From an optimization exercise on the open Yosys and OpenROAD flow, aimed at small area; shortcuts taken in it are not production practice. In this exercise RTL edits were held to simulation tests only and were not proved equivalent to the original.

==> inputs of amber <==
==> flow/design.v <==
module LedBlinker (
	i_clk,
	i_reset,
	i_switch_1,
	i_switch_2,
	o_led
);
input i_clk, i_reset, i_switch_1, i_switch_2;
output o_led;
parameter c_CLK_COUNT_1HZ = 50000;
parameter c_CLK_COUNT_10HZ = 5000;
parameter c_CLK_COUNT_50HZ = 1000;
parameter c_CLK_COUNT_100HZ = 500;
reg [31:0] r_CLK_COUNT_1HZ;
reg [31:0] r_CLK_COUNT_10HZ;
reg [31:0] r_CLK_COUNT_50HZ;
reg [31:0] r_CLK_COUNT_100HZ;
reg r_1HZ_toggle;
reg r_10HZ_toggle;
reg r_50HZ_toggle;
reg r_100HZ_toggle;
reg r_en;
reg r_led_select;
assign o_led = r_led_select;
always @(posedge i_clk) begin
	r_1HZ_toggle <= 1'b0;
	r_CLK_COUNT_1HZ <= r_CLK_COUNT_1HZ + 1'd1;
	if (r_CLK_COUNT_1HZ  == (c_CLK_COUNT_1HZ - 1)) begin
		r_1HZ_toggle <= 1'b1;
		r_CLK_COUNT_1HZ <= 0;
	end
	if (i_reset) begin
		r_1HZ_toggle <= 1'b0;
		r_CLK_COUNT_1HZ <= 0;
	end
end
always @(posedge i_clk) begin
	r_10HZ_toggle <= 1'b0;
	r_CLK_COUNT_10HZ <=  r_CLK_COUNT_10HZ + 1'd1;
	if (r_CLK_COUNT_10HZ  == (c_CLK_COUNT_10HZ - 1)) begin
		r_10HZ_toggle <= 1'b1;
		r_CLK_COUNT_10HZ <= 0;
	end
	if (i_reset) begin
		r_10HZ_toggle <= 1'b0;
		r_CLK_COUNT_10HZ <= 0;
	end
end
always @(posedge i_clk) begin
	r_50HZ_toggle <= 1'b0;
	r_CLK_COUNT_50HZ <=  r_CLK_COUNT_50HZ + 1'd1;
	if (r_CLK_COUNT_50HZ  == (c_CLK_COUNT_50HZ - 1)) begin
		r_50HZ_toggle <= 1'b1;
		r_CLK_COUNT_50HZ <= 0;
	end
	if (i_reset) begin
		r_50HZ_toggle <= 1'b0;
		r_CLK_COUNT_50HZ <= 0;
	end
end
always @(posedge i_clk) begin
	r_100HZ_toggle <= 1'b0;
	r_CLK_COUNT_100HZ <=  r_CLK_COUNT_100HZ + 1'd1;
	if (r_CLK_COUNT_100HZ  == (c_CLK_COUNT_100HZ - 1)) begin
		r_100HZ_toggle <= 1'b1;
		r_CLK_COUNT_100HZ <= 0;
	end
	if (i_reset) begin
		r_100HZ_toggle <= 1'b0;
		r_CLK_COUNT_100HZ <= 0;
	end
end
always @(posedge i_clk) begin
	case ({i_switch_1, i_switch_2})  
		2'b01 	: r_en <= r_10HZ_toggle;
		2'b10	   : r_en <= r_50HZ_toggle;
		2'b11		: r_en <= r_100HZ_toggle;
		default  : r_en <= r_1HZ_toggle;
	endcase
	if (!i_reset) begin
		if (r_en) begin
			r_led_select <= !r_led_select;
		end
	end
	else begin
		r_en <= 1'b0;
		r_led_select <= 0;
	end
end
endmodule
==> flow/run.sh <==
#!/bin/bash
# synth_recipe.tcl (not shown) runs the flow's synth.tcl, then flattens the netlist and writes it again
# the make line also repeats each setting of config.mk as NAME=value (left out here)
make -C /OpenROAD-flow-scripts/flow DESIGN_CONFIG=/design/flow/config.mk WORK_HOME=/design/flow/orfs CLKGATE_MAP_FILE= SYNTH_SCRIPT=/design/flow/synth_recipe.tcl finish
==> flow/config.mk <==
export PLATFORM = sky130hd
export DESIGN_NAME = LedBlinker
export DESIGN_NICKNAME = LedBlinker
export VERILOG_FILES = /design/flow/design.v
export SDC_FILE = /design/flow/constraint.sdc
export NUM_CORES = 4
export LEC_CHECK = 0
export CAP_MARGIN = 20
export CORE_MARGIN = 2
export CORE_UTILIZATION = 40
export CTS_BUF_LIST = sky130_fd_sc_hd__clkbuf_8 sky130_fd_sc_hd__clkbuf_16
export SLEW_MARGIN = 20
==> flow/constraint.sdc <==
create_clock -name core_clock -period 10.0 [get_ports {i_clk}]
set_input_delay 2.0000 -clock core_clock [delete_from_list [all_inputs] [get_ports {i_clk}]]
set_output_delay 2.0000 -clock core_clock [all_outputs]
set_load 0.01 [all_outputs]
==> inputs of umber, as changes to amber <==
==> flow/design.v, changed modules only <==
module LedBlinker (
	i_clk,
	i_reset,
	i_switch_1,
	i_switch_2,
	o_led
);
input i_clk, i_reset, i_switch_1, i_switch_2;
output o_led;
reg [3:0] r_a;
reg [6:0] r_b;
reg [4:0] r_q;
reg       r_en;
reg       r_led;
assign o_led = r_led;
wire w_b_step = ~|r_b[5:0];
wire w_b_zero = w_b_step & r_b[6];
wire w_q_m5   = (r_q == 5'd0) | (r_q == 5'd5) | (r_q == 5'd10) |
                (r_q == 5'd15) | (r_q == 5'd20);
wire w_q_z    = (r_q == 5'd0);
wire w_tick = ~r_a[0] & ~r_a[1] &
              ((i_switch_1 & i_switch_2) |
               (~r_a[2] & (i_switch_1 |
                           (w_q_m5 & (i_switch_2 | (~r_a[3] & w_q_z))))));
wire [4:0] w_q_inc = {r_q[4] ^ (r_q[3] & r_q[2] & r_q[1] & r_q[0]),
                      r_q[3] ^ (r_q[2] & r_q[1] & r_q[0]),
                      r_q[2] ^ (r_q[1] & r_q[0]),
                      r_q[1] ^ r_q[0],
                      ~r_q[0]};
always @(posedge i_clk) begin
	if (i_reset) begin
		r_a   <= 4'd0;
		r_b   <= 7'd0;
		r_q   <= 5'd0;
		r_en  <= 1'b0;
		r_led <= 1'b0;
	end else begin
		r_a   <= {r_a[3] ^ (r_a[2] & r_a[1] & r_a[0]),
		          r_a[2] ^ (r_a[1] & r_a[0]),
		          r_a[1] ^ r_a[0],
		          ~r_a[0]};
		r_b   <= {~r_b[5:0], ~w_b_step & (r_b[6] ^ r_b[5])};
		if (w_b_step)
			r_q <= (r_q[4] & r_q[3]) ? 5'd0 : w_q_inc;
		r_en  <= w_b_zero & w_tick;
		r_led <= r_led ^ r_en;
	end
end
endmodule
--- a/flow/config.mk
+++ b/flow/config.mk
@@ -8,5 +8,7 @@
 export CAP_MARGIN = 20
-export CORE_MARGIN = 2
-export CORE_UTILIZATION = 40
-export CTS_BUF_LIST = sky130_fd_sc_hd__clkbuf_8 sky130_fd_sc_hd__clkbuf_16
+export CORE_AREA = 4 4 66 66
+export CTS_BUF_LIST = sky130_fd_sc_hd__clkbuf_4
+export CTS_CLUSTER_DIAMETER = 100
+export CTS_CLUSTER_SIZE = 30
+export DIE_AREA = 0 0 70 70
 export SLEW_MARGIN = 20
==> impl_results.rst <==
.. list-table::
   :header-rows: 1

   * - Metric
     - Value
   * - Status
     - finished clean
   * - Clock network latency to the later pin of the worst-skew pair
     - around 0.29 ns
   * - Data arrival, critical path
     - approximately 1.2 ns
   * - Gpl congestion
     - roughly 0.68
   * - Clock period minus final worst setup slack
     - between 3 and 4 ns
   * - Share of synthesized area occupied by flip-flops and latches
     - ~44%
   * - Count of clock-net buffers in the final layout
     - 3
   * - Post-layout net count
     - between 100 and 150
   * - Capturing point of the worst reg2reg path
     - r_en$_SDFF_PP0_
   * - DR iter-0 viols
     - 29
   * - Unique cell type count in the Yosys netlist
     - 29
   * - Highest-count cells in the layout ignoring fill and taps
     - 18 x dfxtp_1, 13 x nor2_1, 8 x nand2_1
   * - Sum of routed wire segments on met1
     - between 600 and 700 um
   * - R2r startpoint
     - r_q[0]$_SDFFE_PP0N_
   * - Fraction of the mapped netlist area in adder cells
     - roughly 9.1%
   * - Syn_nets
     - 97
[end of results for umber]
==> impl_results.rst <==
.. list-table::
   :header-rows: 1

   * - Metric
     - Value
   * - Post-layout net count
     - roughly 750
   * - Count of clock-net buffers in the final layout
     - 21
   * - Syn_nets
     - approximately 760
   * - Data arrival, critical path
     - roughly 1.3 ns
   * - DR iter-0 viols
     - around 440
   * - Gpl congestion
     - approximately 0.78
   * - Status
     - finished clean
   * - Share of synthesized area occupied by flip-flops and latches
     - a little over two fifths
   * - Clock network latency to the later pin of the worst-skew pair
     - 0.42 ns
   * - Highest-count cells in the layout ignoring fill and taps
     - 134 x dfxtp_1, 69 x a21oi_1, 69 x nor2_1
   * - Unique cell type count in the Yosys netlist
     - 42
   * - Sum of routed wire segments on met1
     - approximately 6800 um
[end of results for amber]

-- what the ideal ports hide --
Ports are ideal in the flow. The routed layouts listed here were re-timed in OpenROAD. Step 1 sets driving cells, clkbuf_16 on the clock port and buf_2 on the other inputs (assumed; they add their load-dependent delay and slew). Step 2 moves the port delays by t, midway between the first and last clock arrival at a register: inputs arrive t later, outputs are due t later. That takes back most of the time a late clock gives input paths. Slacks: ideal / step 1 / step 2; pairs: ideal / step 1.
run	shift t [ns]	setup slack, ns	worst setup path after step 2
amber	0.461	6.711 / 6.667 / 6.392	input to register
umber	0.304	6.812 / 6.791 / 6.576	input to register
After both steps every run listed still meets setup and hold. The setup slack of amber, which loses most, moves by -0.044 ns with the drivers and by -0.319 ns with both steps.
